This design comes from an exercise in tuning for small area on the open sky130 flow, not from production work.
In this exercise RTL edits were held to simulation tests only and were not proved equivalent to the original.
Power figures rest on the tool's default switching activity, not on a simulated workload.

--- design/flow/constraint.sdc ---
create_clock -name core_clock -period 10.0 [get_ports {clk}]
set_input_delay 2.0000 -clock core_clock [delete_from_list [all_inputs] [get_ports {clk}]]
set_output_delay 2.0000 -clock core_clock [all_outputs]
set_load 0.01 [all_outputs]
--- design/flow/design.v ---
`default_nettype none
module morse (
    input wire clk,
    input wire RX,
    input wire[3:0] SW,  
    output wire LED_R,
    output wire LED_G,
    output wire LED_B
);
    wire rst = ~SW[0];
    reg [6:0] fc;
    reg       ft;
    wire fwrap = fc[6] & fc[3] & fc[2] & fc[1];       
    wire ftick = fwrap & ~ft;
    always @(posedge clk) begin
        if (rst) begin
            fc <= 0;
            ft <= 0;
        end else if (fwrap) begin
            fc <= 0;
            ft <= ~ft;
        end else begin
            fc <= fc + 1'b1;
        end
    end
    reg [6:0] pc;
    reg [2:0] q5;
    reg [5:0] q48;
    wire pwrap = &pc[6:2];                            
    wire q5wrap = q5[2];                              
    wire q48wrap = q48[5] & (&q48[3:0]);              
    wire btick = pwrap & q5wrap & ~q48[0];
    wire ltick = pwrap & q48wrap;
    always @(posedge clk) begin
        if (rst) begin
            pc <= 0;
            q5 <= 0;
            q48 <= 6'd24;
        end else if (pwrap) begin
            pc <= 0;
            q5 <= q5wrap ? 3'd0 : q5 + 1'b1;
            q48 <= q48wrap ? 6'd0 : q48 + 1'b1;
        end else begin
            pc <= pc + 1'b1;
        end
    end
    reg prev;
    reg rxv;
    reg [1:0] steady;
    always @(posedge clk) begin
        if (rst) begin
            prev <= 1;
            steady <= 0;
            rxv <= 1;
        end else if (ftick) begin
            if (steady == 2'b11) begin
                rxv <= prev;
                steady <= 0;
            end else if (prev == RX) begin
                steady <= steady + 1'b1;
            end else begin
                steady <= 0;
                prev <= RX;
            end
        end
    end
    reg [8:0] sr;
    reg [5:0] cur;
    wire idle = ~|sr;
    always @(posedge clk) begin
        if (rst) begin
            sr <= 0;
            cur <= 0;
        end else if (btick) begin
            if (sr[0]) begin
                sr <= 0;
                cur <= tr(sr[8:1]);
            end else begin
                sr <= {rxv ^ idle, sr[8:1]};
            end
        end
    end
    reg [4:0] w_addr;
    reg [4:0] r_addr;
    reg [4:0] phase;
    reg [5:0] last;
    reg warn;
    reg tick_d;
    reg rdy;
    reg [59:0] ring;
    reg [5:0] bcode;
    wire [4:0] w_next = {w_addr[3:0], ~w_addr[4]};
    wire [4:0] r_next = {r_addr[3:0], ~r_addr[4]};
    wire full = (w_next == r_addr);
    wire pend = (cur != last);
    wire we = pend & ~full;
    wire [5:0] port = ring[59:54];
    always @(posedge clk) begin
        warn <= pend & full;
        tick_d <= ltick;
        if (rst) begin
            w_addr <= 0;
            last <= 0;
        end else if (we) begin
            w_addr <= w_next;
            last <= cur;
        end
        if (rst)
            r_addr <= 0;
        else if (tick_d & rdy & (r_addr != w_addr))
            r_addr <= r_next;
        if (rst)
            phase <= 0;
        else
            phase <= {phase[3:0], ~phase[4]};
        ring <= {ring[53:0], (phase == w_addr) ? last : port};
    end
    reg [1:0] ph;
    wire elem = bcode[0];
    wire islast = ~|bcode[5:2];
    wire empty = ~|bcode[5:1];
    wire [1:0] ph_n = (ph == 2'd0 && !elem) ? 2'd3 : ph + 1'b1;
    always @(posedge clk) begin
        if (rst) begin
            rdy <= 1;
        end else if (ltick) begin
            if (rdy) begin
                rdy <= 0;
                ph <= 0;
            end else if (ph_n == 2'd3 && islast) begin
                rdy <= 1;
            end else begin
                ph <= ph_n;
                if (ph == 2'd3) bcode <= bcode >> 1;
            end
        end
        if (rdy && phase == r_addr)
            bcode <= port;
    end
    assign LED_B = ~(~rdy & ~empty & (ph != 2'd3));
    assign LED_G = ~rdy;
    assign LED_R = ~warn;
    function [5:0] tr(input [7:0] a);
        begin
            tr[0] = TR0[a];
            tr[1] = TR1[a];
            tr[2] = TR2[a];
            tr[3] = TR3[a];
            tr[4] = TR4[a];
            tr[5] = TR5[a];
        end
    endfunction
    localparam [255:0] TR0 = 256'h000000000000000000000000000000000712e89c0712e89c03c1000000000000;
    localparam [255:0] TR1 = 256'h000000000000000000000000000000000497b4a20497b4a20383000000000000;
    localparam [255:0] TR2 = 256'h0000000000000000000000000000000002a1ee4a02a1ee4a0307000000000000;
    localparam [255:0] TR3 = 256'h0000000000000000000000000000000003ee8c9003ee8c90020f000000000000;
    localparam [255:0] TR4 = 256'h000000000000000000000000000000000743154c0743154c001f000000000000;
    localparam [255:0] TR5 = 256'h00000000000000000000000000000000000000000000000003ff000000000000;
endmodule
--- design/flow/run.sh ---
#!/bin/bash
# synth_recipe.tcl (not shown) runs the flow's synth.tcl, then flattens the netlist and writes it again
# the make line also repeats each setting of config.mk as NAME=value (left out here)
make -C /OpenROAD-flow-scripts/flow DESIGN_CONFIG=/design/flow/config.mk WORK_HOME=/design/flow/orfs CLKGATE_MAP_FILE= SYNTH_SCRIPT=/design/flow/synth_recipe.tcl finish
--- design/flow/config.mk ---
export PLATFORM = sky130hd
export DESIGN_NAME = morse
export DESIGN_NICKNAME = morse
export VERILOG_FILES = /design/flow/design.v
export SDC_FILE = /design/flow/constraint.sdc
export NUM_CORES = 4
export LEC_CHECK = 0
export CAP_MARGIN = 20
export CORE_MARGIN = 2
export CORE_UTILIZATION = 40
export CTS_BUF_LIST = sky130_fd_sc_hd__clkbuf_4
export CTS_CLUSTER_DIAMETER = 100
export CTS_CLUSTER_SIZE = 40
export SLEW_MARGIN = 20
==> impl_metrics.tcl <==
set metrics [dict create \
    wl_per_cell_um 11.99 \
    critPathMaxFanout 2 \
    finalSetupViolCount 0 \
    die_y_um 116.4 \
    cts_hold_buf 0 \
    max_freq_mhz 243.5 \
    avgSynthCellArea_um2 10.40 \
    dp_hpwl_um 5519 \
    syn_inst 486 \
    n_antenna_cell 0 \
    p_leak_nw 2.078 \
    status "finished clean" \
    finalSetupTns_ns 0 \
    port_buffers 5 \
    clock-root-buffer "clkbuf_4" \
    period_minus_slack_ns 4.107 \
    initial_core_util_pct 40.56 \
    path_delay_family "buffers and inverters" \
    place_area_um2 5165 \
    ys_warn_count 1 \
    cts_buffers 17 \
    cts_buffer_depth 2 \
    power_density_nw_per_um2 172.2 \
    rsz0062_at_grt "no" \
    grt_use_total_pct 12.90 \
    cts_resized 0 \
    coreArea_um2 12470 \
    worstPathRequired_ns 8.00 \
    worstHoldPathType "flop to flop" \
    htree_levels 4 \
    postSynthNetCount 506 \
    clk_latency_ns 0.52 \
    crit_buf_inv 1 \
    drive_gt1_share_pct 11.20 \
    power_mw 0.9426 \
    critPathKind "flop to output port" \
    grt_max_degree 44 \
    netlist_area_um2 5056 \
    drt_iter0_markers 187 \
    vdd_drop_max_mv 0.06532 \
    netlist_top_cells_area "dfxtp_1 50%, edfxtp_1 4.8%, nand2_1 4.0%" \
    gp_congestion 0.8005 \
    fin_skew_ns 0.01074 \
    path_clk_slew_ns 0.11 \
    postCtsSetupBuffers 0 \
    ys_seq_area_share_pct 55.04 \
    slowest_delay_ns 0.53 \
    hold_viol 0 \
    worstSetupStartpointType "flop" \
    syn2layout_area_growth_pct 8.265 \
    worst_slew_pin_slew_ns 0.7996 \
    antenna_found_initial 0 \
    yosys_most_used_dff "dfxtp_1" \
    end_kind "output port" \
    cts_tree "built" \
    relSlewSlack_pct 46.62 \
    grt-ovfl-total 0 \
    firstDrtPassIters 5 \
    slew_violations 0 \
    path_cells "nor4_1 -> a211o_1 -> clkdlybuf4s50_1" \
    first_global_vias 3015 \
    synth_edf_count 8 \
    maxCapViolCount 0 \
    fin_crit_sh_pct 41.07 \
    ant_nets 0 \
    std_cell_rows 41 \
    final_cell_area_um2 5474 \
    die_area_um2 13560 \
    worstPathArrival_ns 2.11 \
    io_pins 9 \
    cts_sinks 135 \
    slowest_stage "clkdlybuf4s50_1" \
    ys_async_sr_fraction_pct 0 \
    grt_pass1_wl_um 13410 \
    ys_types 53 \
    yosys.area.top_type_share_pct 50.28 \
    fin_util_pct 43.91 \
    viasPerCell 4.751 \
    via_count 3193 \
    synth_area_leader_cell "dfxtp_1" \
    nNetsFinal 507 \
    routed_wl_um 8054 \
    dieWidth_um 116.4 \
    synth-seq-cells 135 \
    drc 0 \
]
worst register-to-register path, cell delays in order, from the launching register on:
cell	delay [ns]
dfxtp_1	0.39
and4_1	0.40
nand3_1	0.23
nor2_1	0.30
nand2_1	0.13
o21bai_1	0.49
Yosys cell counts (2+ instances only):
cell type and count:
nand3_1 18, a21oi_1 21, nor3b_1 3, nor4_1 2
mux2_2 8, a211oi_1 4, inv_1 16, nor2_1 40
edfxtp_1 8, nand2_1 54, o211ai_1 6, mux2_4 4
a21oi_2 2, and3_1 6, xnor2_1 20, nand4_1 3
nand4b_1 2, a22oi_1 6, dfxtp_1 127, nor3_1 8
buf_6 5, nand2b_1 3, and2_1 5, buf_2 4
ha_1 14, clkbuf_2 5, clkbuf_1 8, xor2_1 19
mux2i_1 15, nor2b_1 6, a221o_1 2, o21ai_0 21
flip-flops by register name, summed over array words and instances (netlist names), 6 cells and up:
signal,cells
ring,60
bcode,6
cur,6
fc,7
sr,9
q48,6
last,6
pc,7
final cells by class:
class	count	area, um^2
clock buffers	21	157.7
multi-input cells	311	2052
well taps	172	215.2
fillers	1227	6992
repair buffers	6	57.56
flip-flops and latches	135	2783
inverters	16	60.06
clock inverters	11	148.9
path summary, 6_finish.rpt:
path	start	cells past startpoint	slack [ns]	endpoint
max	bcode[5]	3	5.89	LED_B
min	ring[35]	0	0.33	ring[41]
min reg2reg	ring[35]	0	0.33	ring[41]
max reg2reg	pc[2]	5	7.73	bcode[4]
placed cells by master (no fill, tap or decap), drive strengths merged, types with 12 or more instances in the layout:
cell    synthesis  routed
xnor2          20      20
a21oi          23      23
dfxtp         127     127
clkbuf         15      21
xor2           19      19
mux2i          15      15
nand3          19      19
nand2          55      55
o21ai          21      21
nor2           41      41
inv            16      18
ha             14      14
mux2           12      12
layer usage:
layer | part of all wire, % | vias to the layer above | track usage [%]
li1 | - | 1646 | -
met1 | 50 | 1502 | 15.40
met2 | 46 | 35 | 20.35
met3 | 3.1 | 10 | 5.760
met4 | 1.5 | 0 | 5.238
met5 | 0 | - | 0
through the flow:
| step | cells | hold WS, ns | worst slack (ns) |
|---|---|---|---|
| after floorplan | 486 | 0.3096 | 6.837 |
| after global placement | 640 | 0.3098 | 6.157 |
| after detailed placement | 640 | 0.3121 | 6.121 |
| after CTS | 672 | 0.3376 | 5.861 |
| after global routing | 672 | 0.3317 | 5.722 |
| final | 672 | 0.3337 | 5.893 |
power breakdown:
part	internal, mW	switching (mW)	leakage [nW]
clock network	0.186	0.186	0.160
registers	0.548	0.00332	1.11
logic	0.00837	0.0114	0.812
cell families (layout without fill, tap and decap cells):
| logic type | Yosys count | after routing | share of synthesized area (%) |
|---|---|---|---|
| AND/OR/NAND/NOR | 160 | 160 | 15.52 |
| AO/OA/AOI/OAI | 71 | 71 | 8.859 |
| buffers and inverters | 40 | 54 | 4.430 |
| XOR/XNOR | 39 | 39 | 6.756 |
| multiplexers | 27 | 27 | 5.939 |
| adder cells (fa/ha/maj) | 14 | 14 | 3.465 |
| flip-flops | 135 | 135 | 55.04 |

port drivers added, routing unchanged:
No port has a modelled driver above. Below, the same layout with a new extraction and two added sets of constraints.
Step 1 sets driving cells, clkbuf_16 on the clock port and buf_2 on the other inputs (assumed; they add their load-dependent delay and slew).
Step 2, shift: input delay + t, output delay - t, t = (earliest + latest rising clock arrival at the registers) / 2. This alone moves slack from input paths to output paths.
a / b / c = ideal / step 1 / step 2; a / b = the first two.
t, ns: 0.549
slack for setup (ns): 5.893 / 5.857 / 6.134
pins driven straight from the clock port: 1
After both steps this run still meets setup and hold. For this run, drivers alone change the setup slack by -0.036 ns; drivers and shift together by +0.241 ns.
